Context: an optimization exercise on an open-source flow, tuned for small area, a short achievable clock period and few clock cycles. The choices shown serve that exercise and are no tape-out recipe.
In this exercise RTL edits were held to simulation tests only and were not proved equivalent to the original.
Power is estimated from default activity; no workload was simulated.

===== flow/run.sh =====
#!/bin/bash
set -euo pipefail
MARGIN=$(cat flow/margin.txt)
bash standard.sh SETUP_SLACK_MARGIN=$MARGIN finish > flow_make.log 2>&1

===== flow/margin.txt =====
8.0

===== standard.sh =====
#!/bin/bash
# synth_recipe.tcl (not shown) runs the flow's synth.tcl, then flattens the netlist and writes it again
# the make line also repeats each setting of config.mk as NAME=value (left out here)
make -C /OpenROAD-flow-scripts/flow DESIGN_CONFIG=/design/flow/config.mk WORK_HOME=/design/flow/orfs CLKGATE_MAP_FILE= SYNTH_SCRIPT=/design/flow/synth_recipe.tcl "${@:-finish}"

===== config.mk =====
export PLATFORM = sky130hd
export DESIGN_NAME = PriorityQueue
export DESIGN_NICKNAME = PriorityQueue
export VERILOG_FILES = /design/flow/design.v
export SDC_FILE = /design/flow/constraint.sdc
export NUM_CORES = 4
export LEC_CHECK = 0
export CAP_MARGIN = 20
export CORE_MARGIN = 2
export CORE_UTILIZATION = 30
export SLEW_MARGIN = 20
export SYNTH_HIERARCHICAL = 1

===== constraint.sdc =====
create_clock -name core_clock -period 12.0 [get_ports {clock}]
set_input_delay 2.4000 -clock core_clock [delete_from_list [all_inputs] [get_ports {clock}]]
set_output_delay 2.4000 -clock core_clock [all_outputs]
set_load 0.01 [all_outputs]

===== design.v =====
module pq_le12 (
  input  [11:0] na,    
  input  [11:0] b,
  output        le
);
  wire [11:0] g = b & na;
  wire [11:0] p = b | na;
  wire [5:0]  g1, p1;
  wire [2:0]  g2, p2;
  genvar j;
  generate
    for (j = 0; j < 6; j = j + 1) begin : g_l1
      assign g1[j] = g[2*j+1] | (p[2*j+1] & g[2*j]);
      assign p1[j] = p[2*j+1] & p[2*j];
    end
    for (j = 0; j < 3; j = j + 1) begin : g_l2
      assign g2[j] = g1[2*j+1] | (p1[2*j+1] & g1[2*j]);
      assign p2[j] = p1[2*j+1] & p1[2*j];
    end
  endgenerate
  assign le = g2[2] | (p2[2] & (g2[1] | (p2[1] & (g2[0] | p2[0]))));
endmodule
module pq_slotmux #(parameter W = 18) (
  input          selL,
  input          selN,
  input          selR,
  input          selH,
  input  [W-1:0] left,
  input  [W-1:0] newe,
  input  [W-1:0] right,
  input  [W-1:0] hold,
  output [W-1:0] out
);
  assign out = ({W{selL}} & left) | ({W{selN}} & newe) |
               ({W{selR}} & right) | ({W{selH}} & hold);
endmodule
module PriorityQueue (
  input         clock,
  input         reset,
  output        io_head_valid,
  output        io_head_none,
  output [7:0]  io_head_prio_cycle,
  output [3:0]  io_head_prio_superCycle,
  output [5:0]  io_head_refID,
  input         io_cmd_valid,
  input         io_cmd_op,
  input  [7:0]  io_cmd_prio_cycle,
  input  [3:0]  io_cmd_prio_superCycle,
  input  [5:0]  io_cmd_refID,
  output        io_cmd_done,
  output        io_cmd_result,
  output [7:0]  io_cmd_rm_prio_cycle,
  output [3:0]  io_cmd_rm_prio_superCycle
);
  localparam N = 33;
  localparam W = 18;             
  reg  [W-1:0] s [0:N-1];
  reg          pValid;           
  reg          pOp;
  reg  [W-1:0] pElem;            
  reg  [N-1:0] le;               
  reg  [N-1:0] match;            
  reg  [5:0]   clrCnt;           
  reg          idle;             
  reg  [W-1:0] headReg;
  reg          headNone;
  reg          headValid;
  reg          resultReg;
  reg  [11:0]  rmPrioReg;
  wire         full = ~&s[N-1][5:0];
  wire         ins = pValid & pOp & ~full;
  wire         rem = pValid & ~pOp;
  wire [N-1:0] after;    
  wire [W-1:0] sn [0:N-1];
  wire [11:0]  ck = {io_cmd_prio_superCycle, io_cmd_prio_cycle};
  wire [11:0]  nck = ~ck;
  wire [W-1:0] cElem = {ck, io_cmd_refID};
  wire         cValid = io_cmd_valid & idle;
  wire [N-1:0] cLe;      
  wire [N-1:0] cMatch;   
  wire [11:0]  cRm [0:N-1];
  genvar i;
  generate
    for (i = 0; i < N; i = i + 1) begin : g_slot
      if (i == 0) begin : g_first
        assign after[i] = match[i];
        assign cRm[i] = {12{cMatch[i]}} & sn[i][17:6];
      end else begin : g_rest
        assign after[i] = after[i-1] | match[i];
        assign cRm[i] = cRm[i-1] | ({12{cMatch[i]}} & sn[i][17:6]);
      end
      wire [W-1:0] left  = (i == 0) ? {W{1'b0}} : s[(i == 0) ? 0 : i-1];
      wire [W-1:0] right = (i == N-1) ? {W{1'b1}} : s[(i == N-1) ? i : i+1];
      wire         lle   = (i == 0) ? 1'b0 : le[(i == 0) ? 0 : i-1];
      wire selL = ins & lle;
      wire selN = ins & le[i] & ~lle;
      wire selR = ~idle | (rem & after[i]);
      wire selH = ~(selL | selN | selR);
      pq_slotmux #(.W(W)) u_mux (
        .selL(selL), .selN(selN), .selR(selR), .selH(selH),
        .left(left), .newe(pElem), .right(right), .hold(s[i]), .out(sn[i])
      );
      if (i == N-1) begin : g_lelast
        assign cLe[i] = 1'b1;
      end else begin : g_le
        pq_le12 u_le (.na(nck), .b(sn[i][17:6]), .le(cLe[i]));
      end
      assign cMatch[i] = sn[i][5:0] == io_cmd_refID;
      always @(posedge clock) begin
        s[i] <= sn[i];
        le[i] <= cLe[i];
        match[i] <= cMatch[i];
      end
    end
  endgenerate
  wire fullN = ~&sn[N-1][5:0];
  wire cIns = cValid & io_cmd_op & ~fullN & cLe[0];
  wire cRemHead = cValid & ~io_cmd_op & cMatch[0];
  wire [W-1:0] headNext = cIns ? cElem : cRemHead ? sn[1] : sn[0];
  wire headNoneNext = ~cIns & (cRemHead ? &sn[1][5:0] : &sn[0][5:0]);
  always @(posedge clock) begin
    pValid <= cValid & ~reset;
    pOp <= io_cmd_op;
    pElem <= cElem;
    headReg <= headNext;
    headNone <= headNoneNext;
    headValid <= ~headNoneNext;
    resultReg <= io_cmd_op ? fullN : ~|cMatch;
    rmPrioReg <= cRm[N-1];
    if (reset) begin
      clrCnt <= N;
      idle <= 1'b0;
    end else if (!idle) begin
      clrCnt <= clrCnt - 6'd1;
      idle <= clrCnt == 6'd1;
    end
  end
  assign io_cmd_done = idle;
  assign io_cmd_result = resultReg;
  assign io_cmd_rm_prio_superCycle = rmPrioReg[11:8];
  assign io_cmd_rm_prio_cycle = rmPrioReg[7:0];
  assign io_head_none = headNone;
  assign io_head_valid = headValid;
  assign io_head_prio_superCycle = headReg[17:14];
  assign io_head_prio_cycle = headReg[13:6];
  assign io_head_refID = headReg[5:0];
endmodule

==> results.py, run 1 <==
metrics = {
    "min_path": {
        "holdPathEnd": "clrCnt[5]",
        "hold_class": "flip-flop to flip-flop",
        "hold_path.startpoint": "clrCnt[5]",
        "hold_depth": 2,
    },
    "run_status": {
        "status": "no timing/DRC/antenna violations",
    },
    "logic_synthesis": {
        "syn_area_um2": 43700,
        "synth.avg_cell_area_um2": 9.17,
        "yosysSeqAreaShare": 0.330,
        "ys_ff_latch": 719,
        "ys_types": 68,
        "synth_async_sr_flop_share": 0,
        "syn_inst": 4763,
        "ys.flop_type": "dfxtp_1",
        "synth_enable_flop_cells": 0,
        "synth-warning-count": 9,
    },
    "clock_tree": {
        "cts_tree": "built",
        "cts_made_buffers": 85,
        "clockBufferDepth": 3,
        "worst_skew_pair.late_latency_ns": 0.70,
        "htree_levels": 3,
        "cts_root_buffer": "clkbuf_16",
        "cts.sinks": 719,
        "path_clk_slew_ns": 0.07,
    },
    "global_routing": {
        "antenna_found_initial": 11,
        "grt.total_usage": 0.298,
        "grt_pass1_vias": 41400,
        "grt-ovfl-total": 0,
        "grt_max_degree": 65,
        "grt_first_pass_wirelength_um": 320000,
    },
    "worst_setup_path": {
        "setup.worst_path.end_class": "flip-flop",
        "critPathKind": "flip-flop to flip-flop",
        "crit_arrival_ns": 4.67,
        "reg2reg_slack_ns": 7.88,
        "reg2reg_from": "match[1]",
        "r2r-end": "rmPrioReg[1]",
        "critPathRequiredTime_ns": 12.55,
        "worstRegToRegCells": 20,
        "worst-path-max-fanout": 5,
        "cp-start-kind": "flip-flop",
    },
    "power": {
        "power.total_mw": 15.1,
        "p_leak_nw": 19.9,
        "power.density_nw_per_um2": 287,
        "peakVddDrop_uv": 115,
    },
    "route": {
        "antenna_left": 0,
        "routed_via_density": 6.50,
        "num_vias": 45300,
        "wl_met1_um": 89300,
        "wl_um": 233000,
        "first_iter_violations": 7334,
        "dr_wl_met2_um": 95200,
        "met3WireLength_um": 29000,
        "top_layer": "met5",
        "wl_per_cell_um": 33.5,
        "drc": 0,
        "drtPass1Iterations": 6,
    },
    "floorplanning": {
        "core_area_um2": 145000,
        "start_util": 0.301,
        "die_x_um": 386,
        "dieArea_um2": 149000,
        "io_pins": 56,
        "die_h_um": 386,
        "placementRows": 140,
    },
    "timing": {
        "slew_viol_final": 0,
        "worstMarginPinSlew_ns": 1.11,
        "rsz0062_at_grt": "yes",
        "maxSlewHeadroom": 0.262,
        "tns_ns": 0,
        "fin_skew_ns": 0.0295,
        "max_freq_mhz": 242,
        "final.period_utilization": 0.344,
        "min_period_ns": 4.12,
        "final-hold-violation-count": 0,
        "setup_viol": 0,
    },
    "cells_and_area": {
        "finish.net_count": 5011,
        "design_area_um2": 52700,
        "multiInputGateArea_um2": 28100,
        "drive_above_1_share": 0.285,
        "seq_area_um2": 14400,
        "fillers": 14700,
        "fin_util": 0.363,
        "syn2layout_area_growth_pct": 20.7,
        "instances_no_fill": 6971,
    },
    "placed_design": {
        "place.gp.congestion": 1.10,
        "post_dp_cell_area_um2": 45000,
        "io_buffers": 55,
        "dp_hpwl_um": 156000,
        "dpl.cell_count": 6589,
    },
    "flow_run": {
        "maxCapViolations": 0,
    },
}
==> cell usage after synthesis (36+ instances only) <==
cell type	instances	area, um2
dfxtp_1	719	14400
nand3_1	173	866
a2111oi_0	38	333
nor2_1	218	818
and2_1	42	263
a221oi_1	64	561
a31oi_1	64	400
nor3_1	71	355
nand4_1	43	269
o21ai_0	60	300
xor2_1	192	1680
a22oi_2	363	4540
a22oi_1	840	6310
nand2_1	721	2710
buf_6	281	3160
a211oi_1	98	736
and3_1	118	738
a21oi_1	99	495
or3_1	36	225
==> Yosys stat by module, one instance, submodules excluded, excerpt <==
module,flops+latches,times used,cells,cell area [um2]
PriorityQueue,719,1,1853,22200
pq_le12,0,32,27,171
==> where the power goes <==
part / internal (mW) / switching (mW) / leakage, nW
Sequential: 3.55 / 1.36 / 6.04
Combinational: 2.85 / 4.69 / 12.5
Clock: 1.54 / 1.15 / 1.38
==> worst max-delay path, cell delays in order (launching register included) <==
cell and delay [ns]:
dfxtp_2 0.32, or4_4 0.57, nor4_4 0.19, buf_6 0.19
buf_6 0.12, buf_4 0.11, nand2_4 0.06, o21ai_2 0.14
nand2_2 0.08, buf_12 0.14, nor3_4 0.15, buf_6 0.14
a22oi_1 0.07, nand2_1 0.17, xor2_2 0.21, nor4_4 0.07
buf_4 0.17, nand3_1 0.15, nand4_1 0.29, nor4_2 0.49
nand3_1 0.13
==> repair_timing <==
item,in CTS,in global routing
setup endpoints to repair,116,43
hold buffers,0,0
buffers inserted,100,89
gates cloned,28,10
pin swaps,45,67
gates resized for setup,462,194
==> flip-flops by register name, indices dropped and copies added (netlist names) <==
| signal | cells |
|---|---|
| s | 594 |
| match | 33 |
| g_slot.lle | 32 |
| headReg | 18 |
| pElem | 18 |
| rmPrioReg | 12 |
| clrCnt | 6 |
| headNone | 1 |
| headValid | 1 |
| idle | 1 |
| pOp | 1 |
| pValid | 1 |
| resultReg | 1 |
==> final cells by class <==
| cell class | instances | area share |
|---|---|---|
| Timing Repair Buffer | 446 | 0.0907 |
| Sequential cell | 719 | 0.274 |
| Antenna cell | 3 | 0.000142 |
| Clock buffer | 123 | 0.0479 |
| Inverter | 20 | 0.00254 |
| Multi-Input combinational cell | 3711 | 0.533 |
| Timing Repair inverter | 4 | 0.000427 |
| Clock inverter | 28 | 0.00534 |
| Tap cell | 1917 | 0.0455 |
==> placed cells by master (no fill, tap or decap), types with 21 or more instances in the layout <==
| master | n |
|---|---|
| a22oi_1 | 812 |
| nand2_1 | 688 |
| dfxtp_1 | 687 |
| a22oi_2 | 391 |
| buf_4 | 280 |
| nor2_1 | 195 |
| nand3_1 | 151 |
| xor2_1 | 135 |
| a21oi_1 | 98 |
| a211oi_1 | 94 |
| clkbuf_16 | 93 |
| and3_1 | 92 |
| a221oi_1 | 64 |
| a31oi_1 | 64 |
| xor2_2 | 61 |
| buf_6 | 48 |
| nand4_1 | 43 |
| o21ai_0 | 43 |
| conb_1 | 37 |
| nor3_1 | 36 |
| a211oi_2 | 35 |
| or3_1 | 34 |
| a211o_1 | 32 |
| o22a_1 | 32 |
| a22o_2 | 32 |
| o211ai_1 | 32 |
| o22ai_1 | 32 |
| o31ai_1 | 32 |
| and2_4 | 31 |
| a2111oi_4 | 28 |
| dfxtp_2 | 26 |
| nor4_2 | 25 |
| nand2_2 | 25 |
| nor4_4 | 24 |
| dlygate4sd2_1 | 24 |
| and2_2 | 21 |
| buf_12 | 21 |
==> cell families (layout without fill, tap and decap cells) <==
| family | after synthesis | in the layout | synth area share |
|---|---|---|---|
| fa+ha+maj | 2 | 2 | 0.000573 |
| xor+xnor | 203 | 203 | 0.0421 |
| flops | 719 | 719 | 0.330 |
| other cells | 2 | 40 | 0.000172 |
| simple gates | 1558 | 1562 | 0.171 |
| mux | 18 | 18 | 0.00413 |
| buf+inv | 372 | 621 | 0.0873 |
| compound gates | 1889 | 1889 | 0.366 |
==> stage by stage <==
stage	hold slack, ns	worst slack (ns)
5_1_grt	0.547	7.82
3_3_place_gp	0.488	5.97
2_1_floorplan	0.463	7.10
4_1_cts	0.508	7.77
6_report	0.502	7.88
3_5_place_dp	0.492	6.03
==> routing by layer <==
metal / global-route usage / vias to the layer above
met1: 0.383 / 22000
met4: 0.212 / 10
met5: 0 / -
li1: - / 19000
met3: 0.0796 / 828
met2: 0.429 / 3417
==> how the worst max path moves through the flow <==
stage	cells after the start	startpoint	to	slack, ns
after global placement	8	io_cmd_refID[5]	resultReg	5.97
final	20	match[1]	rmPrioReg[1]	7.88
after global routing	18	match[1]	rmPrioReg[4]	7.82
after CTS	17	match[0]	rmPrioReg[4]	7.77
after detailed placement	11	io_cmd_prio_superCycle[3]	headValid	6.03
after floorplan	11	io_cmd_prio_superCycle[2]	headReg[10]	7.10
Testbench counts, summed over its fixed seeds: cycles 3,200.
==> inputs of run 2 (changes only) <==
--- a/design.v
+++ b/design.v
@@ -33,6 +33,27 @@
 );
   assign out = ({W{selL}} & left) | ({W{selN}} & newe) |
                ({W{selR}} & right) | ({W{selH}} & hold);
+endmodule
+module pq_prefix_or #(parameter N = 33) (
+  input  [N-1:0] x,
+  output [N-1:0] y
+);
+  localparam L = 6;            
+  wire [N-1:0] t [0:L];
+  assign t[0] = x;
+  genvar k, i;
+  generate
+    for (k = 0; k < L; k = k + 1) begin : g_lvl
+      for (i = 0; i < N; i = i + 1) begin : g_bit
+        if ((i >> k) & 1) begin : g_or
+          assign t[k+1][i] = t[k][i] | t[k][((i >> (k+1)) << (k+1)) + (1 << k) - 1];
+        end else begin : g_pass
+          assign t[k+1][i] = t[k][i];
+        end
+      end
+    end
+  endgenerate
+  assign y = t[L];
 endmodule
 module PriorityQueue (
   input         clock,
@@ -79,14 +100,13 @@
   wire [N-1:0] cLe;      
   wire [N-1:0] cMatch;   
   wire [11:0]  cRm [0:N-1];
+  pq_prefix_or #(.N(N)) u_after (.x(match), .y(after));
   genvar i;
   generate
     for (i = 0; i < N; i = i + 1) begin : g_slot
       if (i == 0) begin : g_first
-        assign after[i] = match[i];
         assign cRm[i] = {12{cMatch[i]}} & sn[i][17:6];
       end else begin : g_rest
-        assign after[i] = after[i-1] | match[i];
         assign cRm[i] = cRm[i-1] | ({12{cMatch[i]}} & sn[i][17:6]);
       end
       wire [W-1:0] left  = (i == 0) ? {W{1'b0}} : s[(i == 0) ? 0 : i-1];
==> flow/margin.txt (replaced) <==
8.2
==> results.py, run 2 <==
metrics = {
    "run_status": {
        "status": "no timing/DRC/antenna violations",
    },
    "global_routing": {
        "grt_first_pass_wirelength_um": 315000,
        "grt_pass1_vias": 40900,
        "grt-ovfl-total": 0,
        "grt_max_degree": 85,
        "antenna_found_initial": 22,
        "grt.total_usage": 0.292,
    },
    "route": {
        "drc": 0,
        "antenna_left": 0,
        "wl_per_cell_um": 33.4,
        "drtPass1Iterations": 9,
        "num_vias": 45800,
        "first_iter_violations": 7105,
        "wl_um": 232000,
        "routed_via_density": 6.58,
    },
    "clock_tree": {
        "clockBufferDepth": 3,
        "cts_root_buffer": "clkbuf_16",
        "cts_made_buffers": 84,
        "path_clk_slew_ns": 0.07,
        "cts_tree": "built",
        "worst_skew_pair.late_latency_ns": 0.69,
        "cts.sinks": 719,
        "htree_levels": 3,
    },
    "logic_synthesis": {
        "synth_enable_flop_cells": 0,
        "syn_inst": 4750,
        "ys_types": 63,
        "ys.flop_type": "dfxtp_1",
        "synth_largest_area_cell": "dfxtp_1",
        "synth_top_cell_area_share": 0.330,
        "synth_common_cells": "a22oi_1 (875), nand2_1 (753), dfxtp_1 (719)",
        "synth-warning-count": 10,
        "ys_top_cells_by_area": "dfxtp_1 (33%), a22oi_1 (15%), a22oi_2 (10%), buf_6 (7.3%), nand2_1 (6.5%)",
        "ys_ff_latch": 719,
        "synth_async_sr_flop_share": 0,
        "yosysSeqAreaShare": 0.330,
        "syn_area_um2": 43600,
        "synth.avg_cell_area_um2": 9.19,
        "synth.most_common_cell": "a22oi_1",
    },
    "placed_design": {
        "place.gp.congestion": 1.10,
        "pre_cts_slack_ns": 5.75,
        "dp_hpwl_um": 152000,
        "io_buffers": 55,
        "post_dp_cell_area_um2": 44500,
    },
    "cells_and_area": {
        "regMostFlops": "s",
        "drive_above_1_share": 0.281,
        "syn2layout_area_growth_pct": 21.5,
        "final_cell_mix": "a22oi_1 (865), nand2_1 (724), dfxtp_1 (690), a22oi_2 (373), buf_4 (264)",
        "fillers": 14500,
        "seq_area_um2": 14400,
        "largest_reg_flops": 594,
        "finish.net_count": 5009,
        "fin_util": 0.368,
        "layout.cells.most_common": "a22oi_1",
        "design_area_um2": 53000,
        "multiInputGateArea_um2": 28200,
    },
    "worst_setup_path": {
        "reg2reg_slack_ns": 7.91,
        "cp-start-kind": "flip-flop",
        "setup.worst_path.end_class": "flip-flop",
        "critPathKind": "flip-flop to flip-flop",
        "crit_arrival_ns": 4.70,
        "worst-path-max-fanout": 19,
        "critical_path.startpoint": "match[11]",
        "worstRegToRegCells": 17,
        "reg2reg_from": "match[11]",
        "critPathRequiredTime_ns": 12.61,
    },
    "timing": {
        "timing.hold.ws_ns": 0.521,
        "tns_ns": 0,
        "final-hold-violation-count": 0,
        "slew_viol_final": 0,
        "worstMarginPinSlew_ns": 0.961,
        "fin_skew_ns": 0.0269,
        "max_freq_mhz": 244,
        "maxSlewHeadroom": 0.360,
        "setup_viol": 0,
        "fin_ws_ns": 7.91,
        "final.period_utilization": 0.341,
        "min_period_ns": 4.09,
        "rsz0062_at_grt": "yes",
    },
    "power": {
        "p_leak_nw": 20.0,
        "power_frac_clock": 0.174,
        "seqPwrFrac": 0.321,
        "p_comb_frac": 0.505,
        "p_sw_mw": 7.34,
        "power.share.switching": 0.483,
        "power.density_nw_per_um2": 287,
        "p_int_mw": 7.86,
        "peakVddDrop_uv": 136,
    },
    "min_path": {
        "hold_class": "flip-flop to flip-flop",
        "hold_path.startpoint": "clrCnt[5]",
        "hold_depth": 2,
    },
    "floorplanning": {
        "core_area_um2": 144000,
        "die_x_um": 385,
        "dieArea_um2": 149000,
        "die_h_um": 385,
        "io_pins": 56,
        "placementRows": 139,
        "start_util": 0.303,
    },
    "flow_run": {
        "maxCapViolations": 0,
    },
}
[run 2: metal layers]
layer	GRT usage	share of wire
met5	0.000975	0.00066
met2	0.410	0.40
met3	0.0914	0.13
met4	0.183	0.077
met1	0.385	0.39
[run 2: stage by stage]
step	cells	total power [mW]
floorplan	4785	9.02
global route	6950	15.6
global placement	6541	11.2
detailed placement	6541	11.3
finish	6961	15.2
CTS	6798	14.3
[run 2: critical path: stages (launching register included)]
cell and delay [ns]:
dfxtp_2 0.34, nor4_4 0.38, and4_4 0.32, buf_12 0.17, nand4b_1 0.12, nand2_1 0.08
nand2_1 0.09, buf_12 0.20, nor3_4 0.19, buf_4 0.18, a22oi_1 0.07, nand2_1 0.15
xor2_2 0.10, nor4_4 0.60, nand3_1 0.45, nand4_1 0.33, nor4_4 0.10, nand3_1 0.11
[run 2: logic make-up (layout without fill, tap and decap cells)]
family / count (synthesis) / after routing / share of synthesized area
AOI/OAI and AO/OA: 1878 / 1878 / 0.365
xor gates and xnor gates: 203 / 203 / 0.0414
adders and majority gates: 2 / 2 / 0.000573
buffers and inverters: 363 / 609 / 0.0859
DFF: 719 / 719 / 0.330
muxes: 18 / 18 / 0.00413
other: 2 / 50 / 0.000172
and+or+nand+nor: 1565 / 1579 / 0.173
[run 2: power by group through the flow]
stage	clock network, mW	logic, mW	registers (mW)
after floorplan	0	4.63	4.39
after global placement	0	6.38	4.83
after detailed placement	0	6.42	4.83
after CTS	2.64	6.88	4.81
after global routing	2.74	7.91	4.97
final	2.64	7.68	4.88
[run 2: cell type report]
cell class | instances | area share
Antenna cell | 13 | 0.000614
Clock buffer | 120 | 0.0458
Clock inverter | 26 | 0.00548
Inverter | 16 | 0.00189
Multi-Input combinational cell | 3717 | 0.532
Sequential cell | 719 | 0.272
Tap cell | 1903 | 0.0449
Timing Repair Buffer | 442 | 0.0964
Timing Repair inverter | 5 | 0.000661
[run 2: timing repair]
action / 4_1_cts / 5_1_grt
buffers inserted: 73 / 135
endpoints found under the hold margin: 0 / 0
gates resized for setup: 470 / 275
endpoints found under the setup margin: 132 / 61
gates cloned: 38 / 15
pin swaps: 34 / 71
hold buffers: 0 / 0
[run 2: modules after synthesis, one instance, submodules excluded, excerpt]
module	times used	area, um2	flops+latches
PriorityQueue	1	21800	719
pq_le12	32	171	0
[run 2: final timing paths]
kind,to
setup / recovery,rmPrioReg[1]
hold reg to reg,clrCnt[5]
hold / removal,clrCnt[5]
setup reg to reg,rmPrioReg[1]
Testbench counts of run 2, summed over its fixed seeds: cycles 3,200.
==> inputs of run 3 (changes only) <==
--- a/design.v
+++ b/design.v
@@ -99,15 +99,19 @@
   wire         cValid = io_cmd_valid & idle;
   wire [N-1:0] cLe;      
   wire [N-1:0] cMatch;   
-  wire [11:0]  cRm [0:N-1];
+  wire [11:0]  cRm [0:N-1];    
+  wire [N-1:0] eqS;      
+  wire         eqP = pElem[5:0] == io_cmd_refID;
+  wire         pRemSame = pValid & ~pOp & eqP;
+  wire         pInsSame = pValid & pOp & ~full & eqP;
   pq_prefix_or #(.N(N)) u_after (.x(match), .y(after));
   genvar i;
   generate
     for (i = 0; i < N; i = i + 1) begin : g_slot
       if (i == 0) begin : g_first
-        assign cRm[i] = {12{cMatch[i]}} & sn[i][17:6];
+        assign cRm[i] = {12{eqS[i]}} & s[i][17:6];
       end else begin : g_rest
-        assign cRm[i] = cRm[i-1] | ({12{cMatch[i]}} & sn[i][17:6]);
+        assign cRm[i] = cRm[i-1] | ({12{eqS[i]}} & s[i][17:6]);
       end
       wire [W-1:0] left  = (i == 0) ? {W{1'b0}} : s[(i == 0) ? 0 : i-1];
       wire [W-1:0] right = (i == N-1) ? {W{1'b1}} : s[(i == N-1) ? i : i+1];
@@ -125,7 +129,10 @@
       end else begin : g_le
         pq_le12 u_le (.na(nck), .b(sn[i][17:6]), .le(cLe[i]));
       end
-      assign cMatch[i] = sn[i][5:0] == io_cmd_refID;
+      assign eqS[i] = s[i][5:0] == io_cmd_refID;
+      wire eqLeft  = (i == 0) ? 1'b0 : eqS[(i == 0) ? 0 : i-1];
+      wire eqRight = (i == N-1) ? 1'b0 : eqS[(i == N-1) ? i : i+1];
+      assign cMatch[i] = (selL & eqLeft) | (selN & eqP) | (selR & eqRight) | (selH & eqS[i]);
       always @(posedge clock) begin
         s[i] <= sn[i];
         le[i] <= cLe[i];
@@ -145,8 +152,8 @@
     headReg <= headNext;
     headNone <= headNoneNext;
     headValid <= ~headNoneNext;
-    resultReg <= io_cmd_op ? fullN : ~|cMatch;
-    rmPrioReg <= cRm[N-1];
+    resultReg <= io_cmd_op ? fullN : (pRemSame | (~pInsSame & ~|eqS));
+    rmPrioReg <= pRemSame ? 12'd0 : pInsSame ? pElem[17:6] : cRm[N-1];
     if (reset) begin
       clrCnt <= N;
       idle <= 1'b0;
==> flow/margin.txt (replaced) <==
8.3
==> results.py, run 3 <==
metrics = {
    "logic_synthesis": {
        "syn_inst": 4770,
        "synth_async_sr_flop_share": 0,
        "synth.most_common_cell": "a22oi_1",
        "synth_top_cell_area_share": 0.331,
        "synth_largest_area_cell": "dfxtp_1",
        "synth_common_cells": "a22oi_1 (938), nand2_1 (812), dfxtp_1 (719)",
        "synthSimpleGateAreaFrac": 0.141,
        "synthXorXnorAreaFrac": 0.0421,
        "yosysSeqAreaShare": 0.331,
        "synth_enable_flop_cells": 0,
        "ys_top_cells_by_area": "dfxtp_1 (33%), a22oi_1 (16%), a22oi_2 (10%), buf_6 (7.1%), nand2_1 (7.0%)",
        "synth-warning-count": 10,
        "synth_top_family_by_area": "compound AO/OA/AOI/OAI gates",
        "ys_ff_latch": 719,
        "synth.avg_cell_area_um2": 9.11,
        "synthMuxAreaShare": 0.00463,
        "synth_fa_ha_area_frac": 0.000576,
        "synth-compound-area-share": 0.396,
        "syn_area_um2": 43500,
        "ys.flop_type": "dfxtp_1",
        "ys_types": 63,
    },
    "worst_setup_path": {
        "setup.worst_path.end_class": "flip-flop",
        "crit_chain": "buf_16, buf_16, xor2_2, nor4_2, and2_4, a22oi_2, a211o_4, buf_12, buf_6, mux2i_1, a21oi_1",
        "cp-start-kind": "input port",
        "critical_path.startpoint": "io_cmd_refID[4]",
        "crit_path_top_delay_cell": "a211o_4",
        "reg2reg_from": "s[32][2]",
        "worst-path-max-fanout": 8,
        "critPathRequiredTime_ns": 12.58,
        "cpMostUsedCell": "buf_16",
        "critical_path.max_stage_delay_ns": 0.41,
        "critPathKind": "input port to flip-flop",
        "crit_arrival_ns": 4.47,
    },
    "floorplanning": {
        "core_area_um2": 144000,
        "dieArea_um2": 148000,
        "die_x_um": 385,
        "io_pins": 56,
        "die_h_um": 385,
        "start_util": 0.303,
        "placementRows": 139,
    },
    "power": {
        "p_leak_nw": 19.8,
        "peakVddDrop_uv": 123,
        "power.density_nw_per_um2": 279,
    },
    "clock_tree": {
        "cts_made_buffers": 87,
        "worst_skew_pair.late_latency_ns": 0.71,
        "cts_root_buffer": "clkbuf_16",
        "cts.sinks": 719,
        "cts_tree": "built",
        "clockBufferDepth": 3,
        "holdBufCountCts": 0,
        "path_clk_slew_ns": 0.06,
        "htree_levels": 3,
    },
    "cells_and_area": {
        "regMostFlops": "s",
        "finish.net_count": 5006,
        "syn2layout_area_growth_pct": 21.4,
        "layout.cells.most_common": "a22oi_1",
        "largest_reg_flops": 594,
        "seq_area_um2": 14500,
        "drive_above_1_share": 0.272,
        "fin_util": 0.367,
        "final_cell_mix": "a22oi_1 (908), nand2_1 (798), dfxtp_1 (692), a22oi_2 (394), buf_4 (280)",
        "fillers": 14500,
        "multiInputGateArea_um2": 27400,
    },
    "timing": {
        "final.period_utilization": 0.324,
        "min_period_ns": 3.88,
        "rsz0062_at_grt": "yes",
        "fin_skew_ns": 0.0319,
        "final-hold-violation-count": 0,
        "fin_ws_ns": 8.12,
        "tns_ns": 0,
        "maxSlewHeadroom": 0.353,
        "worstMarginPinSlew_ns": 0.968,
        "setup_viol": 0,
        "max_freq_mhz": 257,
        "timing.hold.ws_ns": 0.509,
        "slew_viol_final": 0,
    },
    "route": {
        "first_iter_violations": 8435,
        "routed_via_density": 6.68,
        "dr_wl_met2_um": 96700,
        "drtPass1Iterations": 9,
        "wl_um": 236000,
        "top_layer": "met5",
        "drc": 0,
        "wl_met1_um": 86900,
        "num_vias": 46500,
        "wl_per_cell_um": 33.8,
        "met3WireLength_um": 31800,
        "antenna_left": 0,
    },
    "min_path": {
        "hold_path.startpoint": "clrCnt[1]",
        "hold_class": "flip-flop to flip-flop",
    },
    "global_routing": {
        "grt-ovfl-total": 0,
        "grt_pass1_vias": 42800,
        "grt_max_degree": 58,
        "grt_first_pass_wirelength_um": 326000,
        "antenna_found_initial": 33,
        "grt.total_usage": 0.303,
    },
    "run_status": {
        "status": "no timing/DRC/antenna violations",
    },
    "placed_design": {
        "dp_hpwl_um": 147000,
        "place.gp.congestion": 1.07,
        "io_buffers": 55,
        "pre_cts_slack_ns": 6.24,
    },
    "flow_run": {
        "maxCapViolations": 0,
    },
}
-- run 3: per-stage QoR --
| step | power (mW) | std cells | instance area, um2 |
|---|---|---|---|
| after detailed placement | 11.0 | 6530 | 44800 |
| after CTS | 14.2 | 6884 | 51500 |
| after global routing | 15.1 | 6958 | 52800 |
| final | 14.7 | 6966 | 52800 |
| after global placement | 11.0 | 6529 | 44800 |
| after floorplan | 8.80 | 4805 | 44500 |
-- run 3: path summary, 6_finish.rpt --
kind | endpoint | slack, ns | depth (start not counted)
max | headReg[2] | 8.12 | 11
min | clrCnt[1] | 0.51 | 2
max reg2reg | g_slot[7].lle | 8.35 | 13
min reg2reg | clrCnt[1] | 0.51 | 2
-- run 3: critical path: cells and delay by family --
kind / cells / cell delay, ns
and+or+nand+nor: 2 / 0.54
buffers and inverters: 4 / 0.59
xor gates and xnor gates: 1 / 0.15
muxes: 1 / 0.17
AOI/OAI and AO/OA: 3 / 0.57
-- run 3: timing repair --
item,in CTS,in global routing
buffers inserted,154,66
pin swaps,67,54
setup endpoints to repair,142,67
cloned,39,7
gates resized for setup,463,133
-- run 3: metal layers --
metal,vias up,GRT usage
met2,3641,0.435
met3,966,0.0985
met1,22900,0.380
li1,19000,-
met4,28,0.217
met5,-,0
-- run 3: cell families after synthesis --
logic type / after synthesis
adders and majority gates: 2
AOI/OAI and AO/OA: 2044
muxes: 20
and+or+nand+nor: 1372
xor gates and xnor gates: 209
buffers and inverters: 402
DFF: 719
other: 2
-- run 3: layout make-up --
class,instances,area share
diodes,9,0.000427
clock buffers,120,0.0476
clock inverters,41,0.0110
inverters,18,0.00249
multi-input cells,3687,0.519
flip-flops and latches,719,0.274
well taps,1903,0.0451
repair buffers,455,0.0983
repair inverters,14,0.00197
-- run 3: modules after synthesis, one instance, submodules excluded, a selection --
| module | times used | cell area [um2] | flip-flops and latches | cells |
|---|---|---|---|---|
| PriorityQueue | 1 | 21700 | 719 | 1805 |
| pq_le12 | 32 | 171 | 0 | 27 |
-- run 3: power by group --
part	internal, mW	switching [mW]	total, mW	leakage, nW
Combinational	2.54	3.07	5.61	12.3
Sequential	3.54	2.66	6.20	6.04
Clock	1.73	1.18	2.91	1.53
Total	7.81	6.91	14.7	19.8
Testbench counts of run 3, summed over its fixed seeds: cycles 3,200.
==> inputs of run 4 (changes only) <==
--- a/config.mk
+++ b/config.mk
@@ -8,5 +8,7 @@
 export CAP_MARGIN = 20
 export CORE_MARGIN = 2
 export CORE_UTILIZATION = 30
+export CTS_BUF_LIST = sky130_fd_sc_hd__clkbuf_8
 export SLEW_MARGIN = 20
 export SYNTH_HIERARCHICAL = 1
+export TNS_END_PERCENT = 0
==> results.py, run 4 <==
metrics = {
    "run_status": {
        "status": "no timing/DRC/antenna violations",
    },
    "route": {
        "num_vias": 46000,
        "drc": 0,
        "drtPass1Iterations": 19,
        "wl_per_cell_um": 32.8,
        "first_iter_violations": 7606,
        "antenna_left": 0,
        "wl_um": 229000,
        "routed_via_density": 6.61,
    },
    "floorplanning": {
        "io_pins": 56,
        "die_x_um": 385,
        "dieArea_um2": 148000,
        "placementRows": 139,
        "core_area_um2": 144000,
        "die_h_um": 385,
        "start_util": 0.303,
    },
    "cells_and_area": {
        "drive_above_1_share": 0.236,
        "layout.cells.most_common": "a22oi_1",
        "fillers": 14800,
        "regMostFlops": "s",
        "finish.net_count": 4973,
        "syn2layout_area_growth_pct": 15.0,
        "largest_reg_flops": 594,
        "final_cell_mix": "a22oi_1 (926), nand2_1 (808), dfxtp_1 (691), a22oi_2 (376), buf_4 (250)",
    },
    "global_routing": {
        "grt-ovfl-total": 0,
        "antenna_found_initial": 23,
        "grt_max_degree": 91,
        "grt.total_usage": 0.283,
        "grt_pass1_vias": 42100,
        "grt_first_pass_wirelength_um": 307000,
    },
    "timing": {
        "final.period_utilization": 0.325,
        "final-hold-violation-count": 0,
        "tns_ns": 0,
        "worstMarginPinSlew_ns": 0.993,
        "maxSlewHeadroom": 0.336,
        "min_period_ns": 3.90,
        "fin_skew_ns": 0.0547,
        "slew_viol_final": 0,
        "rsz0062_at_grt": "yes",
        "max_freq_mhz": 257,
        "setup_viol": 0,
    },
    "flow_run": {
        "maxCapViolations": 0,
    },
    "power": {
        "power_frac_clock": 0.175,
        "p_sw_mw": 6.73,
        "p_comb_frac": 0.386,
        "seqPwrFrac": 0.439,
        "p_leak_nw": 18.9,
        "peakVddDrop_uv": 106,
        "power.total_mw": 13.9,
        "power.density_nw_per_um2": 279,
        "power.share.switching": 0.483,
        "p_int_mw": 7.20,
    },
    "clock_tree": {
        "worst_skew_pair.late_latency_ns": 0.87,
        "cts_root_buffer": "clkbuf_8",
        "cts_tree": "built",
        "clockBufferDepth": 3,
        "path_clk_slew_ns": 0.07,
        "holdBufCountCts": 0,
        "htree_levels": 4,
        "cts_made_buffers": 134,
        "cts.sinks": 719,
    },
    "logic_synthesis": {
        "synth-warning-count": 10,
        "synth_common_cells": "a22oi_1 (938), nand2_1 (812), dfxtp_1 (719)",
        "ys_ff_latch": 719,
        "yosysSeqAreaShare": 0.331,
        "syn_area_um2": 43500,
        "syn_inst": 4770,
        "synth_largest_area_cell": "dfxtp_1",
        "synth.most_common_cell": "a22oi_1",
        "ys_types": 63,
        "synth_top_cell_area_share": 0.331,
        "synth.avg_cell_area_um2": 9.11,
        "synth_enable_flop_cells": 0,
        "ys.flop_type": "dfxtp_1",
        "ys_top_cells_by_area": "dfxtp_1 (33%), a22oi_1 (16%), a22oi_2 (10%), buf_6 (7.1%), nand2_1 (7.0%)",
        "synth_async_sr_flop_share": 0,
    },
    "worst_setup_path": {
        "reg2reg_slack_ns": 8.22,
        "crit_arrival_ns": 4.63,
        "cp-start-kind": "input port",
        "critPathRequiredTime_ns": 12.73,
        "critPathKind": "input port to flip-flop",
        "setup.worst_path.end_class": "flip-flop",
        "worst-path-max-fanout": 13,
    },
    "placed_design": {
        "io_buffers": 55,
        "place.gp.congestion": 1.07,
        "dp_hpwl_um": 147000,
    },
    "min_path": {
        "hold_class": "flip-flop to flip-flop",
    },
}
==> run 4: per-layer routing <==
| metal | part of all wire | track usage | vias to the layer above |
|---|---|---|---|
| li1 | - | - | 19000 |
| met1 | 0.37 | 0.361 | 22500 |
| met2 | 0.41 | 0.422 | 3649 |
| met3 | 0.13 | 0.0741 | 907 |
| met4 | 0.083 | 0.177 | 18 |
| met5 | 0.00049 | 0 | - |
==> run 4: cell type report <==
type                    count  area [um2]  area share
diodes                     11        27.5    0.000551
clock buffers             166        2280      0.0457
clock inverters            68         355     0.00711
inverters                  18         134     0.00268
multi-input cells        3684       26300       0.526
flip-flops and latches    719       14500       0.289
well taps                1903        2380      0.0476
repair buffers            385        4000      0.0799
repair inverters            7        55.1     0.00110
==> run 4: final timing paths <==
check                       start             end  cells past startpoint
hold reg to reg         clrCnt[5]       clrCnt[5]                      2
setup / recovery  io_cmd_refID[3]   rmPrioReg[10]                     10
hold / removal          clrCnt[5]       clrCnt[5]                      2
setup reg to reg         s[32][5]  g_slot[12].lle                     13
==> run 4: what timing repair did <==
item,CTS,global route
setup buffers,37,96
pin swaps,7,27
gates cloned,14,17
endpoints found under the setup margin,136,98
resized for setup,267,145
==> run 4: logic make-up after synthesis <==
logic type / count (synthesis) / share of synthesized area
flops: 719 / 0.331
fa+ha+maj: 2 / 0.000576
simple gates: 1372 / 0.141
xor+xnor: 209 / 0.0421
compound gates: 2044 / 0.396
buf+inv: 402 / 0.0842
other cells: 2 / 0.000173
mux: 20 / 0.00463
==> run 4: modules after synthesis, one instance, submodules excluded, a selection <==
module | flip-flops and latches | cell area, um2
PriorityQueue | 719 | 21700
pq_le12 | 0 | 171
==> run 4: critical path: stages <==
cell and delay (ns):
buf_12 0.17, clkbuf_16 0.31, xor2_1 0.20, nor3_2 0.07, buf_6 0.13, buf_4 0.23, a22o_1 0.27, a221oi_1 0.47
and3_1 0.26, a21oi_1 0.07
==> run 4: power groups by stage <==
stage	clock, mW	combinational [mW]	sequential (mW)
final	2.43	5.38	6.12
after global routing	2.53	5.78	6.05
after floorplan	0	4.07	4.62
after CTS	2.43	5.08	5.91
after detailed placement	0	4.98	5.94
after global placement	0	4.90	5.98
==> run 4: through the flow <==
| step | utilization | std cells | hold slack (ns) | instance area [um2] | setup slack, ns |
|---|---|---|---|---|---|
| global route | 0.348 | 6951 | 0.551 | 49900 | 8.09 |
| global placement | 0.310 | 6552 | 0.490 | 44500 | 6.11 |
| CTS | 0.336 | 6837 | 0.512 | 48300 | 8.12 |
| detailed placement | 0.310 | 6552 | 0.494 | 44500 | 6.03 |
| floorplan | - | 4805 | 0.467 | 43700 | 7.06 |
| finish | 0.348 | 6961 | 0.511 | 50000 | 8.10 |
==> inputs of run 5 (changes only) <==
--- a/config.mk
+++ b/config.mk
@@ -7,7 +7,7 @@
 export LEC_CHECK = 0
 export CAP_MARGIN = 20
 export CORE_MARGIN = 2
-export CORE_UTILIZATION = 30
+export CORE_UTILIZATION = 45
 export CTS_BUF_LIST = sky130_fd_sc_hd__clkbuf_8
 export SLEW_MARGIN = 20
 export SYNTH_HIERARCHICAL = 1
==> results.py, run 5 <==
metrics = {
    "run_status": {
        "status": "no timing/DRC/antenna violations",
    },
    "timing": {
        "setup_viol": 0,
        "final-hold-violation-count": 0,
        "min_period_ns": 3.87,
        "worstMarginPinSlew_ns": 1.08,
        "rsz0062_at_grt": "yes",
        "tns_ns": 0,
        "maxSlewHeadroom": 0.279,
        "final.period_utilization": 0.322,
        "max_freq_mhz": 258,
        "fin_skew_ns": 0.0486,
        "slew_viol_final": 0,
    },
    "cells_and_area": {
        "regMostFlops": "s",
        "largest_reg_flops": 594,
        "drive_above_1_share": 0.227,
        "instances_no_fill": 6269,
        "design_area_um2": 48400,
        "finish.net_count": 4901,
        "layout.cells.most_common": "a22oi_1",
        "syn2layout_area_growth_pct": 11.2,
        "final_cell_mix": "a22oi_1 (932), nand2_1 (802), dfxtp_1 (690), a22oi_2 (370), buf_4 (205)",
    },
    "floorplanning": {
        "die_h_um": 315,
        "die_x_um": 315,
        "core_area_um2": 96300,
        "placementRows": 114,
        "start_util": 0.452,
        "io_pins": 56,
        "dieArea_um2": 99100,
    },
    "min_path": {
        "hold_depth": 2,
        "hold_class": "flip-flop to flip-flop",
    },
    "power": {
        "power.density_nw_per_um2": 286,
        "p_int_mw": 7.21,
        "power_frac_clock": 0.179,
        "p_comb_frac": 0.381,
        "power.share.switching": 0.479,
        "p_sw_mw": 6.62,
        "seqPwrFrac": 0.440,
        "peakVddDrop_uv": 148,
        "p_leak_nw": 18.5,
    },
    "clock_tree": {
        "cts_tree": "built",
        "cts_made_buffers": 135,
        "path_clk_slew_ns": 0.07,
        "cts.sinks": 719,
        "clockBufferDepth": 3,
        "worst_skew_pair.late_latency_ns": 0.87,
        "cts_root_buffer": "clkbuf_8",
        "htree_levels": 4,
    },
    "route": {
        "num_vias": 44700,
        "first_iter_violations": 6896,
        "top_layer": "met5",
        "drc": 0,
        "wl_met1_um": 85100,
        "routed_via_density": 7.14,
        "wl_per_cell_um": 35.1,
        "dr_wl_met2_um": 90900,
        "antenna_left": 0,
        "wl_um": 220000,
        "met3WireLength_um": 28400,
        "drtPass1Iterations": 7,
    },
    "worst_setup_path": {
        "path_buf_inv": 1,
        "critPathRequiredTime_ns": 12.77,
        "crit_path_top_delay_cell": "nor3_4",
        "critical_path.max_stage_delay_ns": 0.85,
        "worst-path-max-fanout": 18,
        "setup.worst_path.end_class": "flip-flop",
        "crit_arrival_ns": 4.64,
        "cp_top_family": "simple AND/OR/NAND/NOR gates",
        "cp-start-kind": "input port",
        "reg2reg_slack_ns": 8.23,
        "worstRegToRegCells": 11,
        "crit_chain": "buf_6, xnor2_1, nand4_1, nor3_4, a22o_1, a221oi_2, and3_1, a21oi_1",
        "path_depth": 8,
        "critPathKind": "input port to flip-flop",
    },
    "logic_synthesis": {
        "synth_enable_flop_cells": 0,
        "synth_largest_area_cell": "dfxtp_1",
        "synth-warning-count": 10,
        "yosysSeqAreaShare": 0.331,
        "synth_async_sr_flop_share": 0,
        "ys_top_cells_by_area": "dfxtp_1 (33%), a22oi_1 (16%), a22oi_2 (10%), buf_6 (7.1%), nand2_1 (7.0%)",
        "synth_top_cell_area_share": 0.331,
        "ys_ff_latch": 719,
        "synth.avg_cell_area_um2": 9.11,
        "syn_inst": 4770,
        "syn_area_um2": 43500,
        "ys.flop_type": "dfxtp_1",
        "synth_common_cells": "a22oi_1 (938), nand2_1 (812), dfxtp_1 (719)",
        "synth.most_common_cell": "a22oi_1",
        "ys_types": 63,
    },
    "global_routing": {
        "grt_max_degree": 94,
        "grt_pass1_vias": 41200,
        "grt.total_usage": 0.414,
        "grt-ovfl-total": 0,
        "antenna_found_initial": 23,
        "grt_first_pass_wirelength_um": 299000,
    },
    "placed_design": {
        "io_buffers": 55,
        "dpl.cell_count": 5915,
        "place.gp.congestion": 1.07,
        "post_dp_cell_area_um2": 43600,
        "dp_hpwl_um": 145000,
    },
    "flow_run": {
        "maxCapViolations": 0,
    },
}
-- run 5: cell counts after synthesis --
No cell type changed its count.
-- run 5: kinds of logic after synthesis --
group	after synthesis	synth area share
fa+ha+maj	2	0.000576
xor+xnor	209	0.0421
buf+inv	402	0.0842
simple gates	1372	0.141
flops	719	0.331
compound gates	2044	0.396
other cells	2	0.000173
mux	20	0.00463
-- run 5: power by group through the flow --
stage / sequential (mW) / clock [mW] / combinational, mW
6_report: 6.09 / 2.47 / 5.27
5_1_grt: 6.04 / 2.59 / 5.68
4_1_cts: 5.89 / 2.48 / 5.03
3_5_place_dp: 5.92 / 0 / 4.95
3_3_place_gp: 5.95 / 0 / 4.90
2_1_floorplan: 4.62 / 0 / 4.07
-- run 5: metrics by stage --
| stage | util | setup slack (ns) | hold WS [ns] | power (mW) |
|---|---|---|---|---|
| 2_1_floorplan | - | 7.06 | 0.467 | 8.68 |
| 3_3_place_gp | 0.453 | 5.86 | 0.497 | 10.9 |
| 3_5_place_dp | 0.453 | 5.93 | 0.492 | 10.9 |
| 4_1_cts | 0.491 | 8.17 | 0.523 | 13.4 |
| 5_1_grt | 0.502 | 8.13 | 0.568 | 14.3 |
| 6_report | 0.502 | 8.13 | 0.519 | 13.8 |
-- run 5: layout make-up --
class / instances / area [um2]
fillers: 9180 / 47900
multi-input cells: 3684 / 26200
flip-flops and latches: 719 / 14500
repair buffers: 318 / 3210
clock buffers: 164 / 2260
well taps: 1276 / 1600
clock inverters: 70 / 438
inverters: 18 / 126
diodes: 19 / 47.5
repair inverters: 1 / 8.76
-- run 5: worst paths after layout --
path	from	end
worst min-delay path	clrCnt[5]	clrCnt[5]
worst min register to register	clrCnt[5]	clrCnt[5]
worst max-delay path	io_cmd_refID[0]	rmPrioReg[10]
worst max register to register	idle	g_slot[7].lle
-- run 5: what timing repair did --
action	4_1_cts	5_1_grt
gates resized for setup	313	104
setup endpoints to repair	219	99
cloned	9	14
hold buffers	0	0
setup buffers	25	53
pin swaps	8	16
-- run 5: worst register-to-register path: cells and delay by family (launching register included) --
family,cells,cell delay [ns]
and+or+nand+nor,4,1.66
buffers and inverters,3,1.09
AOI/OAI and AO/OA,4,0.59
DFF,1,0.35
-- run 5: Yosys stat by module, one instance, submodules excluded, excerpt --
module	copies in the design	cell area, um2	cells inside
PriorityQueue	1	21700	1805
pq_le12	32	171	27
-- run 5: metal layers --
layer / up-vias / track usage
li1: 18800 / -
met1: 21800 / 0.540
met2: 3270 / 0.599
met3: 795 / 0.121
met4: 18 / 0.250
met5: - / 0
==> inputs of run 6 (changes only) <==
--- a/config.mk
+++ b/config.mk
@@ -7,7 +7,7 @@
 export LEC_CHECK = 0
 export CAP_MARGIN = 20
 export CORE_MARGIN = 2
-export CORE_UTILIZATION = 45
+export CORE_UTILIZATION = 55
 export CTS_BUF_LIST = sky130_fd_sc_hd__clkbuf_8
 export SLEW_MARGIN = 20
 export SYNTH_HIERARCHICAL = 1
==> results.py, run 6 <==
metrics = {
    "min_path": {
        "hold_path.startpoint": "clrCnt[1]",
        "hold_class": "flip-flop to flip-flop",
    },
    "power": {
        "p_int_mw": 7.16,
        "power.share.switching": 0.481,
        "p_leak_nw": 18.6,
        "power.density_nw_per_um2": 286,
        "p_sw_mw": 6.65,
        "power_frac_clock": 0.176,
        "peakVddDrop_uv": 181,
        "p_comb_frac": 0.385,
        "seqPwrFrac": 0.440,
    },
    "timing": {
        "worstMarginPinSlew_ns": 1.38,
        "fin_skew_ns": 0.0352,
        "max_freq_mhz": 258,
        "final-hold-violation-count": 0,
        "final.period_utilization": 0.323,
        "rsz0062_at_grt": "yes",
        "slew_viol_final": 0,
        "min_period_ns": 3.87,
        "tns_ns": 0,
        "setup_viol": 0,
        "maxSlewHeadroom": 0.0786,
    },
    "clock_tree": {
        "holdBufCountCts": 0,
        "cts.sinks": 719,
        "worst_skew_pair.late_latency_ns": 0.83,
        "htree_levels": 4,
        "path_clk_slew_ns": 0.06,
        "clockBufferDepth": 3,
        "cts_made_buffers": 133,
        "cts_root_buffer": "clkbuf_8",
        "cts_tree": "built",
    },
    "route": {
        "top_layer": "met5",
        "met3WireLength_um": 33700,
        "dr_wl_met2_um": 88000,
        "routed_via_density": 7.63,
        "wl_um": 222000,
        "first_iter_violations": 8128,
        "antenna_left": 0,
        "wl_per_cell_um": 36.7,
        "drc": 0,
        "drtPass1Iterations": 9,
        "wl_met1_um": 80600,
        "num_vias": 46200,
    },
    "logic_synthesis": {
        "synthSimpleGateAreaFrac": 0.141,
        "ys_ff_latch": 719,
        "synthMuxAreaShare": 0.00463,
        "ys.flop_type": "dfxtp_1",
        "synth_common_cells": "a22oi_1 (938), nand2_1 (812), dfxtp_1 (719)",
        "ys_top_cells_by_area": "dfxtp_1 (33%), a22oi_1 (16%), a22oi_2 (10%), buf_6 (7.1%), nand2_1 (7.0%)",
        "synth_fa_ha_area_frac": 0.000576,
        "synth_async_sr_flop_share": 0,
        "synth.avg_cell_area_um2": 9.11,
        "synth_top_family_by_area": "compound AO/OA/AOI/OAI gates",
        "ys_types": 63,
        "synth_enable_flop_cells": 0,
        "synth_largest_area_cell": "dfxtp_1",
        "synth-compound-area-share": 0.396,
        "yosysSeqAreaShare": 0.331,
        "syn_area_um2": 43500,
        "syn_inst": 4770,
        "synthXorXnorAreaFrac": 0.0421,
        "synth.most_common_cell": "a22oi_1",
        "synth_top_cell_area_share": 0.331,
        "synth-warning-count": 10,
    },
    "worst_setup_path": {
        "worst-path-max-fanout": 11,
        "cp-start-kind": "input port",
        "reg2reg_from": "idle",
        "critical_path.startpoint": "io_cmd_refID[3]",
        "critPathRequiredTime_ns": 12.70,
        "crit_arrival_ns": 4.58,
        "setup.worst_path.end_class": "flip-flop",
        "critPathKind": "input port to flip-flop",
    },
    "cells_and_area": {
        "final_cell_mix": "a22oi_1 (931), nand2_1 (804), dfxtp_1 (692), a22oi_2 (371), nor2_1 (203)",
        "drive_above_1_share": 0.228,
        "finish.net_count": 4910,
        "layout.cells.most_common": "a22oi_1",
        "design_area_um2": 48300,
        "regMostFlops": "s",
        "syn2layout_area_growth_pct": 11.1,
        "largest_reg_flops": 594,
    },
    "floorplanning": {
        "io_pins": 56,
        "dieArea_um2": 81300,
        "die_h_um": 285,
        "core_area_um2": 78600,
        "die_x_um": 285,
        "start_util": 0.553,
        "placementRows": 103,
    },
    "global_routing": {
        "antenna_found_initial": 27,
        "grt.total_usage": 0.504,
        "grt-ovfl-total": 0,
        "grt_max_degree": 69,
        "grt_pass1_vias": 41700,
        "grt_first_pass_wirelength_um": 300000,
    },
    "placed_design": {
        "place.gp.congestion": 1.10,
        "io_buffers": 55,
        "dp_hpwl_um": 141000,
        "post_dp_cell_area_um2": 43300,
    },
    "flow_run": {
        "maxCapViolations": 0,
    },
    "run_status": {
        "status": "no timing/DRC/antenna violations",
    },
}
[run 6: worst paths after layout]
check / endpoint / slack, ns / cells after the start
hold reg to reg: clrCnt[1] / 0.51 / 2
setup reg to reg: g_slot[3].lle / 8.25 / 11
setup / recovery: rmPrioReg[8] / 8.13 / 11
hold / removal: clrCnt[1] / 0.51 / 2
[run 6: critical path, stage by stage]
cell and delay (ns):
buf_2 0.11, buf_12 0.18, buf_16 0.22, xor2_1 0.19, nor3_2 0.08, buf_6 0.13, buf_4 0.19, a22oi_2 0.54
nand4_1 0.20, nor3_2 0.23, a21oi_1 0.09
[run 6: metrics by stage]
stage / setup slack, ns / power [mW] / std cells / hold WS, ns / util
after floorplan: 7.06 / 8.68 / 4805 / 0.467 / -
after global placement: 5.68 / 10.7 / 5687 / 0.493 / 0.551
after detailed placement: 5.72 / 10.8 / 5687 / 0.496 / 0.551
after CTS: 8.15 / 13.3 / 5984 / 0.512 / 0.603
after global routing: 8.14 / 14.2 / 6037 / 0.551 / 0.614
final: 8.13 / 13.8 / 6054 / 0.512 / 0.614
[run 6: what timing repair did]
| action | 4_1_cts | 5_1_grt |
|---|---|---|
| gates resized for setup | 278 | 122 |
| endpoints found under the setup margin | 132 | 99 |
| buffers inserted | 37 | 41 |
| pin swaps | 8 | 15 |
| gates cloned | 26 | 10 |
| endpoints found under the hold margin | 0 | 0 |
[run 6: per-layer routing]
layer | GRT usage | up-vias
met1 | 0.638 | 22100
met2 | 0.705 | 4046
met4 | 0.359 | 22
li1 | - | 18900
met5 | 0 | -
met3 | 0.184 | 1101
[run 6: logic make-up (layout without fill, tap and decap cells)]
| family | count (synthesis) | in the layout |
|---|---|---|
| AO/OA/AOI/OAI | 2044 | 2046 |
| XOR/XNOR | 209 | 209 |
| adder cells (fa/ha/maj) | 2 | 2 |
| buffers and inverters | 402 | 580 |
| flip-flops | 719 | 719 |
| multiplexers | 20 | 20 |
| other | 2 | 56 |
| AND/OR/NAND/NOR | 1372 | 1372 |
[run 6: power groups by stage]
| stage | registers [mW] | clock network [mW] | logic [mW] |
|---|---|---|---|
| finish | 6.07 | 2.43 | 5.31 |
| global route | 5.99 | 2.52 | 5.68 |
| CTS | 5.82 | 2.41 | 5.05 |
| detailed placement | 5.85 | 0 | 4.93 |
| global placement | 5.88 | 0 | 4.86 |
| floorplan | 4.62 | 0 | 4.07 |
[run 6: cell type report]
| cell class | count | area, um2 |
|---|---|---|
| Multi-Input combinational cell | 3686 | 26300 |
| Timing Repair inverter | 9 | 67.6 |
| Clock buffer | 162 | 2230 |
| Tap cell | 1050 | 1310 |
| Antenna cell | 19 | 47.5 |
| Clock inverter | 72 | 400 |
| Sequential cell | 719 | 14500 |
| Inverter | 18 | 115 |
| Timing Repair Buffer | 319 | 3400 |
| Fill cell | 6928 | 30300 |
[run 6: per-module statistics from Yosys, one instance, submodules excluded, a selection]
module | area [um2] | times used | flops+latches
PriorityQueue | 21700 | 1 | 719
pq_le12 | 171 | 32 | 0
==> inputs of run 7 (changes only) <==
--- a/design.v
+++ b/design.v
@@ -88,6 +88,7 @@
   reg          headValid;
   reg          resultReg;
   reg  [11:0]  rmPrioReg;
+  wire clearNext = reset | (~idle & (clrCnt != 6'd1));
   wire         full = ~&s[N-1][5:0];
   wire         ins = pValid & pOp & ~full;
   wire         rem = pValid & ~pOp;
@@ -118,7 +119,7 @@
       wire         lle   = (i == 0) ? 1'b0 : le[(i == 0) ? 0 : i-1];
       wire selL = ins & lle;
       wire selN = ins & le[i] & ~lle;
-      wire selR = ~idle | (rem & after[i]);
+      wire selR = rem & after[i];
       wire selH = ~(selL | selN | selR);
       pq_slotmux #(.W(W)) u_mux (
         .selL(selL), .selN(selN), .selR(selR), .selH(selH),
@@ -136,7 +137,7 @@
       always @(posedge clock) begin
         s[i] <= sn[i];
         le[i] <= cLe[i];
-        match[i] <= cMatch[i];
+        match[i] <= cMatch[i] | ((i == 0) & clearNext);
       end
     end
   endgenerate
@@ -146,8 +147,8 @@
   wire [W-1:0] headNext = cIns ? cElem : cRemHead ? sn[1] : sn[0];
   wire headNoneNext = ~cIns & (cRemHead ? &sn[1][5:0] : &sn[0][5:0]);
   always @(posedge clock) begin
-    pValid <= cValid & ~reset;
-    pOp <= io_cmd_op;
+    pValid <= clearNext | (cValid & ~reset);
+    pOp <= io_cmd_op & ~clearNext;
     pElem <= cElem;
     headReg <= headNext;
     headNone <= headNoneNext;
==> flow/run.sh (replaced) <==
#!/bin/bash
set -euo pipefail
MARGIN=$(cat flow/margin.txt)
bash standard.sh SETUP_SLACK_MARGIN=$MARGIN \
  "BUFFER_PORTS_ARGS=-buffer_cell sky130_fd_sc_hd__buf_4" finish > flow_make.log 2>&1
==> flow/margin.txt (replaced) <==
8.4
--- a/config.mk
+++ b/config.mk
@@ -7,7 +7,7 @@
 export LEC_CHECK = 0
 export CAP_MARGIN = 20
 export CORE_MARGIN = 2
-export CORE_UTILIZATION = 55
+export CORE_UTILIZATION = 45
 export CTS_BUF_LIST = sky130_fd_sc_hd__clkbuf_8
 export SLEW_MARGIN = 20
 export SYNTH_HIERARCHICAL = 1
==> results.py, run 7 <==
metrics = {
    "cells_and_area": {
        "fillers": 9240,
        "instances_no_fill": 6218,
        "drive_above_1_share": 0.215,
        "final_cell_mix": "a22oi_1 (987), nand2_1 (760), dfxtp_1 (689), a22oi_2 (378), nor2_1 (226)",
        "layout.cells.most_common": "a22oi_1",
        "finish.net_count": 4862,
        "syn2layout_area_growth_pct": 9.99,
        "largest_reg_flops": 594,
        "regMostFlops": "s",
    },
    "global_routing": {
        "grt_first_pass_wirelength_um": 291000,
        "grt.total_usage": 0.398,
        "grt-ovfl-total": 0,
        "antenna_found_initial": 19,
        "grt_pass1_vias": 40500,
        "grt_max_degree": 96,
    },
    "timing": {
        "fin_skew_ns": 0.0492,
        "maxSlewHeadroom": 0.105,
        "worstMarginPinSlew_ns": 1.33,
        "final-hold-violation-count": 0,
        "tns_ns": 0,
        "timing.hold.ws_ns": 0.525,
        "setup_viol": 0,
        "final.period_utilization": 0.320,
        "rsz0062_at_grt": "yes",
        "fin_ws_ns": 8.16,
        "max_freq_mhz": 260,
        "min_period_ns": 3.84,
        "slew_viol_final": 0,
    },
    "min_path": {
        "hold_class": "flip-flop to flip-flop",
    },
    "logic_synthesis": {
        "synth_largest_area_cell": "dfxtp_1",
        "synth_async_sr_flop_share": 0,
        "syn_area_um2": 43200,
        "ys_top_cells_by_area": "dfxtp_1 (33%), a22oi_1 (17%), a22oi_2 (11%), buf_6 (7.0%), nand2_1 (6.6%)",
        "ys.flop_type": "dfxtp_1",
        "ys_types": 56,
        "synth_common_cells": "a22oi_1 (1002), nand2_1 (763), dfxtp_1 (719)",
        "synth.avg_cell_area_um2": 9.11,
        "synth.most_common_cell": "a22oi_1",
        "yosysSeqAreaShare": 0.334,
        "ys_ff_latch": 719,
        "synth_top_cell_area_share": 0.334,
        "syn_inst": 4739,
        "synth_enable_flop_cells": 0,
        "synth-warning-count": 10,
    },
    "worst_setup_path": {
        "setup.worst_path.end_class": "flip-flop",
        "worst-path-max-fanout": 35,
        "critPathRequiredTime_ns": 12.72,
        "critical_path.startpoint": "io_cmd_refID[0]",
        "reg2reg_from": "s[32][1]",
        "worstRegToRegCells": 16,
        "crit_arrival_ns": 4.57,
        "critical_path.max_stage_delay_ns": 0.40,
        "r2r-end": "headReg[10]",
        "reg2reg_slack_ns": 8.32,
        "crit_chain": "buf_4, buf_16, xnor2_1, nand4_1, nor3_2, buf_4, a22oi_2, nand2_1, nor4_1, a21oi_1",
        "critPathKind": "input port to flip-flop",
        "cpMostUsedCell": "buf_4",
        "cp-start-kind": "input port",
        "crit_path_top_delay_cell": "a22oi_2",
        "crit_end": "rmPrioReg[6]",
    },
    "power": {
        "power.density_nw_per_um2": 304,
        "power.total_mw": 14.4,
        "peakVddDrop_uv": 160,
        "p_leak_nw": 18.2,
    },
    "floorplanning": {
        "placementRows": 113,
        "core_area_um2": 95000,
        "dieArea_um2": 98400,
        "start_util": 0.454,
        "io_pins": 56,
        "die_x_um": 314,
        "die_h_um": 314,
    },
    "placed_design": {
        "place.gp.congestion": 1.06,
        "pre_cts_slack_ns": 6.25,
        "io_buffers": 55,
        "dpl.cell_count": 5906,
        "dp_hpwl_um": 143000,
    },
    "clock_tree": {
        "cts_made_buffers": 138,
        "holdBufCountCts": 0,
        "worst_skew_pair.late_latency_ns": 0.87,
        "cts_root_buffer": "clkbuf_8",
        "path_clk_slew_ns": 0.07,
        "clockBufferDepth": 3,
        "cts_tree": "built",
        "htree_levels": 4,
        "cts.sinks": 719,
    },
    "route": {
        "drtPass1Iterations": 8,
        "antenna_left": 0,
        "first_iter_violations": 6574,
        "drc": 0,
        "wl_um": 209000,
        "wl_per_cell_um": 33.6,
        "routed_via_density": 7.14,
        "num_vias": 44400,
    },
    "run_status": {
        "status": "no timing/DRC/antenna violations",
    },
    "flow_run": {
        "maxCapViolations": 0,
    },
}
run 7: cell count changes after synthesis, moves of 26 or more:
| cell | delta |
|---|---|
| a222oi_1 | -29 |
| a221o_1 | +27 |
| a22oi_1 | +64 |
| nand2_1 | -49 |
| a221oi_1 | -26 |
| inv_1 | +38 |
| nor2b_1 | -27 |
run 7: layout make-up:
class                   instances  area, um2  share of cell area
multi-input cells            3649      25800               0.544
flip-flops and latches        719      14500               0.305
repair buffers                266       2530              0.0534
clock buffers                 173       2380              0.0502
well taps                    1265       1580              0.0333
clock inverters                74        363             0.00765
inverters                      56        274             0.00577
repair inverters                8       47.5             0.00100
diodes                          8       20.0            0.000422
run 7: stage by stage:
| stage | instance area (um2) | util |
|---|---|---|
| after floorplan | 43400 | - |
| after global placement | 43400 | 0.457 |
| final | 47500 | 0.500 |
| after global routing | 47500 | 0.499 |
| after detailed placement | 43400 | 0.457 |
| after CTS | 46800 | 0.492 |
run 7: report_power, final:
part / internal [mW] / switching (mW) / leakage (nW) / total [mW]
Clock: 1.30 / 1.19 / 1.60 / 2.49
Combinational: 2.61 / 3.54 / 10.6 / 6.15
Sequential: 3.48 / 2.29 / 6.02 / 5.77
Total: 7.40 / 7.01 / 18.2 / 14.4
run 7: Yosys stat by module (local to each module, per instance), excerpt:
| module | copies in the design | area, um2 |
|---|---|---|
| PriorityQueue | 1 | 21300 |
| pq_le12 | 32 | 171 |
run 7: worst min-delay path by stage:
| stage | start | endpoint | slack, ns | depth (start not counted) |
|---|---|---|---|---|
| floorplan | s[32][17] | s[32][17] | 0.47 | 2 |
| global placement | clrCnt[1] | clrCnt[1] | 0.50 | 2 |
| detailed placement | clrCnt[1] | clrCnt[1] | 0.52 | 2 |
| CTS | clrCnt[1] | clrCnt[1] | 0.53 | 2 |
| global route | s[32][7] | s[32][7] | 0.58 | 2 |
| finish | clrCnt[1] | clrCnt[1] | 0.53 | 2 |
run 7: repair_timing:
item | CTS | global route
pin swaps | 11 | 5
setup endpoints to repair | 132 | 99
gates resized for setup | 78 | 89
setup buffers | 27 | 16
cloned | 3 | 11
hold endpoints to repair | 0 | 0
run 7: critical path: cells and delay by family:
kind                   cells  cell delay (ns)
XOR/XNOR                   1             0.13
buffers and inverters      3             0.68
AND/OR/NAND/NOR            4             0.75
AO/OA/AOI/OAI              2             0.51
run 7: logic make-up (layout without fill, tap and decap cells):
group	Yosys count	in the layout	share of synthesized area
other	2	45	0.000174
flip-flops	719	719	0.334
multiplexers	19	19	0.00441
AO/OA/AOI/OAI	2071	2071	0.402
XOR/XNOR	208	208	0.0422
buffers and inverters	406	577	0.0832
adder cells (fa/ha/maj)	2	2	0.000580
AND/OR/NAND/NOR	1312	1312	0.134
run 7: layer usage:
metal  share of wire  up-vias  GRT usage
met5         0.00058        -          0
met4           0.066       18      0.222
met3            0.12      715      0.108
met2            0.42     3155      0.590
met1            0.39    21800      0.523
li1                -    18800          -
Testbench counts of run 7, summed over its fixed seeds: cycles 3,200.

re-timing with driven ports:
The flow's constraints put no driver on any port. The routed layouts listed below were extracted and timed again, unchanged, in two steps.
Step 1 assumes that a clkbuf_16 drives the clock port and a buf_2 every other input.
Step 2 times the ports against the registers' clock, not the clock port: input delays grow and output delays shrink by t, the midpoint of the rising clock arrivals with the driver on.
a / b / c = ideal ports / drivers / drivers and shift; a / b = the first two.
| run | t (ns) | setup WS [ns] | hold slack, ns | worst slew at a driven data input, ns | pins driven straight from the clock port |
|---|---|---|---|---|---|
| run 1 | 0.764 | 7.875 / 7.875 / 7.175 | 0.502 / 0.502 / 0.502 | 0.06 | 1 |
| run 2 | 0.754 | 7.909 / 7.909 / 7.207 | 0.521 / 0.521 / 0.521 | 0.09 | 1 |
| run 3 | 0.774 | 8.115 / 7.975 / 7.201 | 0.509 / 0.509 / 0.509 | 0.33 | 1 |
| run 4 | 0.907 | 8.104 / 8.025 / 7.117 | 0.511 / 0.511 / 0.511 | 0.20 | 1 |
| run 5 | 0.922 | 8.131 / 8.122 / 7.238 | 0.519 / 0.519 / 0.519 | 0.06 | 1 |
| run 6 | 0.889 | 8.129 / 8.121 / 7.266 | 0.512 / 0.512 / 0.512 | 0.07 | 1 |
| run 7 | 0.907 | 8.156 / 8.165 / 7.258 | 0.525 / 0.525 / 0.525 | 0.30 | 1 |
After both steps every run listed still meets setup and hold. The setup slack of run 4, which loses most, moves by -0.079 ns with the drivers and by -0.987 ns with both steps.
